Source: an optimization exercise on an open RTL-to-GDS flow (aim: small area, a short achievable clock period and few clock cycles per item). Production flows keep margins and buffers that such runs may drop. Function was checked by simulation only, so behaviour that the tests miss may differ from the original. No activity file was given, so power comes from the tool's default toggle rates.

Setup of run 1:
// non_restoring_divider
module non_restoring_divider #(
    parameter DATA_WIDTH = 32
) (
    input  logic                    clk_i,
    input  logic                    clk_en_i,
    input  logic                    rst_n_i,
    input  logic [DATA_WIDTH - 1:0] dividend_i,
    input  logic [DATA_WIDTH - 1:0] divisor_i,
    input  logic                    data_valid_i,
    output logic [DATA_WIDTH - 1:0] quotient_o,
    output logic [DATA_WIDTH - 1:0] remainder_o,
    output logic                    divide_by_zero_o,
    output logic                    data_valid_o,
    output logic                    idle_o
);
    logic [31:0] divisor_q, rem_q, quo_q;
    logic [4:0]  cnt_q;
    logic        busy_q, valid_q, dbz_q;
    logic [1:0] skip;
    always_comb begin
        if      (|divisor_i[31:24]) skip = 2'd3;
        else if (|divisor_i[23:16]) skip = 2'd2;
        else if (|divisor_i[15:8])  skip = 2'd1;
        else                        skip = 2'd0;
    end
    logic [63:0] init;
    assign init = {32'b0, dividend_i} << {skip, 3'b000};
    logic [32:0] trial;
    logic [32:0] diff;
    logic        borrow;
    assign trial = {rem_q, quo_q[31]};
    assign {borrow, diff} = {1'b0, trial} - {2'b00, divisor_q};
    logic start;
    assign start = !busy_q && data_valid_i;
    always_ff @(posedge clk_i) begin
        if (!rst_n_i) begin
            busy_q  <= 1'b0;
            valid_q <= 1'b0;
        end else if (clk_en_i) begin
            valid_q <= busy_q && (cnt_q == 5'd0);
            if (busy_q)
                busy_q <= (cnt_q != 5'd0);
            else
                busy_q <= data_valid_i;
        end
    end
    always_ff @(posedge clk_i) begin
        if (clk_en_i) begin
            if (!busy_q) begin
                divisor_q      <= divisor_i;
                {rem_q, quo_q} <= init;
                cnt_q          <= {~skip, 3'b111};
                dbz_q          <= (divisor_i == 32'b0);
            end else if (busy_q) begin
                rem_q <= borrow ? trial[31:0] : diff[31:0];
                quo_q <= {quo_q[30:0], !borrow};
                cnt_q <= cnt_q - 5'd1;
            end
        end
    end
    assign quotient_o       = quo_q;
    assign remainder_o      = rem_q;
  ...
For scale: ~640 cells after synthesis, roughly 140 I/O pins, about 6400 um^2 of cells after synthesis.
==> flow/config.mk <==
export PLATFORM = sky130hd
export DESIGN_NAME = non_restoring_divider
export DESIGN_NICKNAME = non_restoring_divider
export VERILOG_FILES = /design/flow/design.v
export SDC_FILE = /design/flow/constraint.sdc
export NUM_CORES = 4
export LEC_CHECK = 0
export CAP_MARGIN = 20
export CORE_MARGIN = 2
export CORE_UTILIZATION = 40
export CTS_BUF_LIST = sky130_fd_sc_hd__clkbuf_8
export SETUP_SLACK_MARGIN = 2.8
export SLEW_MARGIN = 20
==> flow/constraint.sdc <==
create_clock -name core_clock -period 6.0 [get_ports {clk_i}]
set_input_delay 1.2000 -clock core_clock [delete_from_list [all_inputs] [get_ports {clk_i}]]
set_output_delay 1.2000 -clock core_clock [all_outputs]
set_load 0.01 [all_outputs]
standard.sh (not shown) runs the stock make flow with config.mk's settings and CLKGATE_MAP_FILE= SYNTH_SCRIPT=/design/flow/synth_recipe.tcl, a recipe that flattens the netlist after the stock synthesis.
==> flow/flow/run.sh <==
#!/bin/bash
# Standard ORFS layout (the standard.sh), with small buffers on the
# ports instead of the default delay-cell buffers (repair may still upsize
# them). ORFS writes each step's log under orfs/logs; make's own output goes
# to standard.log here.
set -euo pipefail
export BUFFER_PORTS_ARGS="-buffer_cell sky130_fd_sc_hd__buf_1"

bash standard.sh > standard.log 2>&1
Testbench counts of run 1, summed over its fixed seeds: cycles 167,768, divisions 8,000.
The following lists how run 2 was set up differently from run 1:
Settings: removing CTS_BUF_LIST (formerly sky130_fd_sc_hd__clkbuf_8); changing SETUP_SLACK_MARGIN from 2.8 to 3.0.
==> flow/flow/run.sh <==
#!/bin/bash
# Standard ORFS layout, but with small buffers on the ports instead of the
# default delay-cell buffers (repair may still upsize them).
set -euo pipefail
export BUFFER_PORTS_ARGS="-buffer_cell sky130_fd_sc_hd__buf_2"
bash standard.sh > standard.log 2>&1
Findings:
The met2 usage number comes out higher for run 2 vs run 1. Relative to run 1, core utilization increased by 5.6 points in run 2. Wire length of the first global-routing pass: run 2 vs run 1 up about 5%. Run 2 reports its critical-path cell with the highest stage delay as or4_4 while run 1 reports a2111oi_4.

* * *

== garnet ==
non_restoring_divider again, from the RTL that the note above started with.
// non_restoring_divider
module non_restoring_divider #(
    parameter DATA_WIDTH = 32
) (
    input  logic                    clk_i,
    input  logic                    clk_en_i,
    input  logic                    rst_n_i,
    input  logic [DATA_WIDTH - 1:0] dividend_i,
    input  logic [DATA_WIDTH - 1:0] divisor_i,
    input  logic                    data_valid_i,
    output logic [DATA_WIDTH - 1:0] quotient_o,
    output logic [DATA_WIDTH - 1:0] remainder_o,
    output logic                    divide_by_zero_o,
    output logic                    data_valid_o,
    output logic                    idle_o
);
    logic [31:0] divisor_q, rem_q, quo_q;
    logic [4:0]  cnt_q;
    logic        busy_q, valid_q, dbz_q;
    logic [1:0] skip;
    always_comb begin
        if      (|divisor_i[31:24]) skip = 2'd3;
        else if (|divisor_i[23:16]) skip = 2'd2;
        else if (|divisor_i[15:8])  skip = 2'd1;
        else                        skip = 2'd0;
    end
    logic [63:0] init;
    assign init = {32'b0, dividend_i} << {skip, 3'b000};
    logic [32:0] trial;
    logic [32:0] diff;
    logic        borrow;
    assign trial = {rem_q, quo_q[31]};
    assign {borrow, diff} = {1'b0, trial} - {2'b00, divisor_q};
    logic start;
    assign start = !busy_q && data_valid_i;
    always_ff @(posedge clk_i) begin
  ...
export LEC_CHECK = 0
export CAP_MARGIN = 20
export CORE_MARGIN = 2
export CORE_UTILIZATION = 40
export CTS_BUF_LIST = sky130_fd_sc_hd__clkbuf_8 sky130_fd_sc_hd__clkbuf_16
export SETUP_SLACK_MARGIN = 2.8
export SLEW_MARGIN = 20
create_clock -name core_clock -period 6.0 [get_ports {clk_i}]
==> flow/flow/run.sh <==
#!/bin/bash
# Standard ORFS layout (the standard.sh), with small buffers on the
# ports instead of the default delay-cell buffers (repair may still upsize
# them). ORFS writes each step's log under orfs/logs; make's own output goes
# to standard.log here.
set -euo pipefail
export BUFFER_PORTS_ARGS="-buffer_cell sky130_fd_sc_hd__buf_1"

bash standard.sh > standard.log 2>&1
Testbench counts of garnet, summed over its fixed seeds: cycles 167,768, divisions 8,000.
[inputs] xenon vs garnet
==> flow/flow/run.sh <==
#!/bin/bash
# Standard ORFS layout, but with small buffers on the ports instead of the
# default delay-cell buffers (repair may still upsize them).
set -euo pipefail
export BUFFER_PORTS_ARGS="-buffer_cell sky130_fd_sc_hd__buf_1"
bash standard.sh > standard.log 2>&1
--- a/flow/config.mk
+++ b/flow/config.mk
@@ -8,6 +8,5 @@
 export CAP_MARGIN = 20
 export CORE_MARGIN = 2
-export CORE_UTILIZATION = 40
-export CTS_BUF_LIST = sky130_fd_sc_hd__clkbuf_8 sky130_fd_sc_hd__clkbuf_16
-export SETUP_SLACK_MARGIN = 2.8
+export CORE_UTILIZATION = 60
+export SETUP_SLACK_MARGIN = 2.5
 export SLEW_MARGIN = 20
## What came out
- xenon — total non-filler cell area in the finished layout about 5% lower, garnet as reference
- The initial core utilization reported for xenon is greater than that of garnet by 21 points.
- Looking at worst setup slack, xenon sits 220 ps below garnet.
- Summary: with garnet as the reference, detailed-route wire length in xenon moved down by a few percent.
- The sequential share of layout area of xenon is higher than that of garnet.
- Between garnet and xenon, clock latency on the worst-skew pair is lower for garnet, xenon comes in above that.
- xenon vs. garnet: overall global routing resource usage rose by 9.9 points; first-pass GRT wire length fell by 550 µm; portion of total power attributed to the clock network fell by 4.6 points; largest net degree at the start of global routing fell by 23.
Inputs modified between xenon and nickel:
==> flow/flow/run.sh <==
#!/bin/bash
# Standard ORFS layout (the standard.sh) with two changes:
#  - small buffers on the ports instead of the default delay-cell buffers
#    (repair may still upsize them);
#  - synthesis maps the combinational logic with flow/abc.script in place of
#    ORFS's abc_speed.script (flip-flop mapping is unchanged, so the
#    registers keep the standard synthesis's names and cell types).
# ORFS writes each step's log under orfs/logs; make's output goes to
# standard.log here.
set -euo pipefail
rm -rf scripts_mod
cp -r "$FLOW_HOME/scripts" scripts_mod
cp flow/abc.script scripts_mod/abc_speed.script
export SCRIPTS_DIR="$PWD/scripts_mod"
export BUFFER_PORTS_ARGS="-buffer_cell sky130_fd_sc_hd__buf_1"
bash standard.sh > standard.log 2>&1
==> flow/flow/abc.script (new file) <==
&get -n
&st
&dch -f
&nf -p
&put
buffer -c
topo
stime -c
upsize -c
dnsize -c
--- a/flow/config.mk
+++ b/flow/config.mk
@@ -8,5 +8,6 @@
 export CAP_MARGIN = 20
 export CORE_MARGIN = 2
-export CORE_UTILIZATION = 60
-export SETUP_SLACK_MARGIN = 2.5
+export CORE_UTILIZATION = 40
+export CTS_BUF_LIST = sky130_fd_sc_hd__clkbuf_8
+export SETUP_SLACK_MARGIN = 2.7
 export SLEW_MARGIN = 20
==> comparison <==
Of the two values seen for startpoint of the most critical setup path, rem_q[12]$_DFFE_PP_ was produced by nickel and divisor_i[17] by xenon. Lower critical path's largest stage delay was reported by nickel, not xenon. [compare] base=xenon new=nickel: sum of routed wire length over all layers rose by 3400 µm, worst path arrival time moved down, final clock period utilization by the worst path fell by 1.6 points, combined buffer and inverter count along the critical path saw a decrease, achievable frequency higher.
Input-level comparison between juniper and nickel:
==> flow/flow/run.sh <==
#!/bin/bash
# Standard ORFS layout (the standard.sh), with small buffers on the
# ports instead of the default delay-cell buffers (repair may still upsize
# them). ORFS writes each step's log under orfs/logs; make's own output goes
# to standard.log here.
set -euo pipefail
export BUFFER_PORTS_ARGS="-buffer_cell sky130_fd_sc_hd__buf_1"

bash standard.sh > standard.log 2>&1
--- a/flow/config.mk
+++ b/flow/config.mk
@@ -10,4 +10,5 @@
 export CORE_UTILIZATION = 40
 export CTS_BUF_LIST = sky130_fd_sc_hd__clkbuf_8
+export GPL_ROUTABILITY_DRIVEN = 0
 export SETUP_SLACK_MARGIN = 2.7
 export SLEW_MARGIN = 20
removed: flow/flow/abc.script
Results
Higher total of fill cells in the finished design was reported by juniper, not nickel. Across nickel and juniper, the outcome is the same: a clean finish for every run. juniper vs nickel — wire length of the first global-routing pass dropped 4400 µm. Summary: with nickel as the reference, number of multi-input combinational cells in juniper moved down by a little under 10%. From nickel to juniper the numbers moved as follows: remaining max-slew budget at the tightest pin moved up; source-to-sink clock delay at the later pin of the worst-skew pair level. Shortest period the worst path allows ends up lower on juniper.
Modified inputs, onyx compared to juniper
==> flow/flow/run.sh <==
#!/bin/bash
# Standard ORFS layout, but with small buffers on the ports instead of the
# default delay-cell buffers (repair may still upsize them).
set -euo pipefail
export BUFFER_PORTS_ARGS="-buffer_cell sky130_fd_sc_hd__buf_1"
bash standard.sh > standard.log 2>&1
--- a/flow/config.mk
+++ b/flow/config.mk
@@ -10,5 +10,5 @@
 export CORE_UTILIZATION = 40
 export CTS_BUF_LIST = sky130_fd_sc_hd__clkbuf_8
-export GPL_ROUTABILITY_DRIVEN = 0
-export SETUP_SLACK_MARGIN = 2.7
+export CTS_CLUSTER_SIZE = 30
+export SETUP_SLACK_MARGIN = 2.5
 export SLEW_MARGIN = 20
onyx completed end to end with timing, DRC and antenna clean.
juniper leaves more setup margin than onyx.
Taking juniper as the reference, in onyx fraction of standard cell area in multi-input logic decreased 0.18 points; area of all placed cells without fillers fell 88 µm²; wire length of the first global-routing pass now larger.
Transition time of the tightest slew-check pin, onyx and juniper: lower on juniper
Changes observed in onyx relative to juniper: worst hold slack level, fill cell total of the finished layout now sits higher, global routing usage on met2 now sits higher.

## afterwards: timing with drivers on the ports
No port has a modelled driver above. Below, the same layouts with a new extraction and two added sets of constraints. Step 1, drivers: a clkbuf_16 drives clk_i and a buf_2 each remaining input, both assumed. Step 2 times the ports against the registers' clock, not the clock port: input delays grow and output delays shrink by t, the midpoint of the rising clock arrivals with the driver on. Slacks: no drivers / after step 1 / after step 2; pairs: no drivers / after step 1.
run | shift t [ns] | slack for setup (ns) | worst hold slack (ns) | worst setup path at the end | pins driven straight from the clock port
run 1 | 0.422 | 2.861 / 2.861 / 2.491 | 0.577 / 0.577 / 0.577 | input to register | 1
run 2 | 0.401 | 2.938 / 2.949 / 2.549 | 0.555 / 0.555 / 0.555 | input to register | 1
garnet | 0.393 | 2.873 / 2.887 / 2.494 | 0.565 / 0.565 / 0.565 | input to register | 1
xenon | 0.425 | 2.651 / 2.664 / 2.240 | 0.561 / 0.561 / 0.561 | input to register | 1
nickel | 0.421 | 2.747 / 2.747 / 2.374 | 0.569 / 0.569 / 0.569 | input to register | 1
juniper | 0.430 | 2.800 / 2.770 / 2.389 | 0.568 / 0.568 / 0.568 | input to register | 1
onyx | 0.424 | 2.690 / 2.690 / 2.279 | 0.565 / 0.565 / 0.565 | input to register | 1
After both steps setup and hold are still met in every run listed.
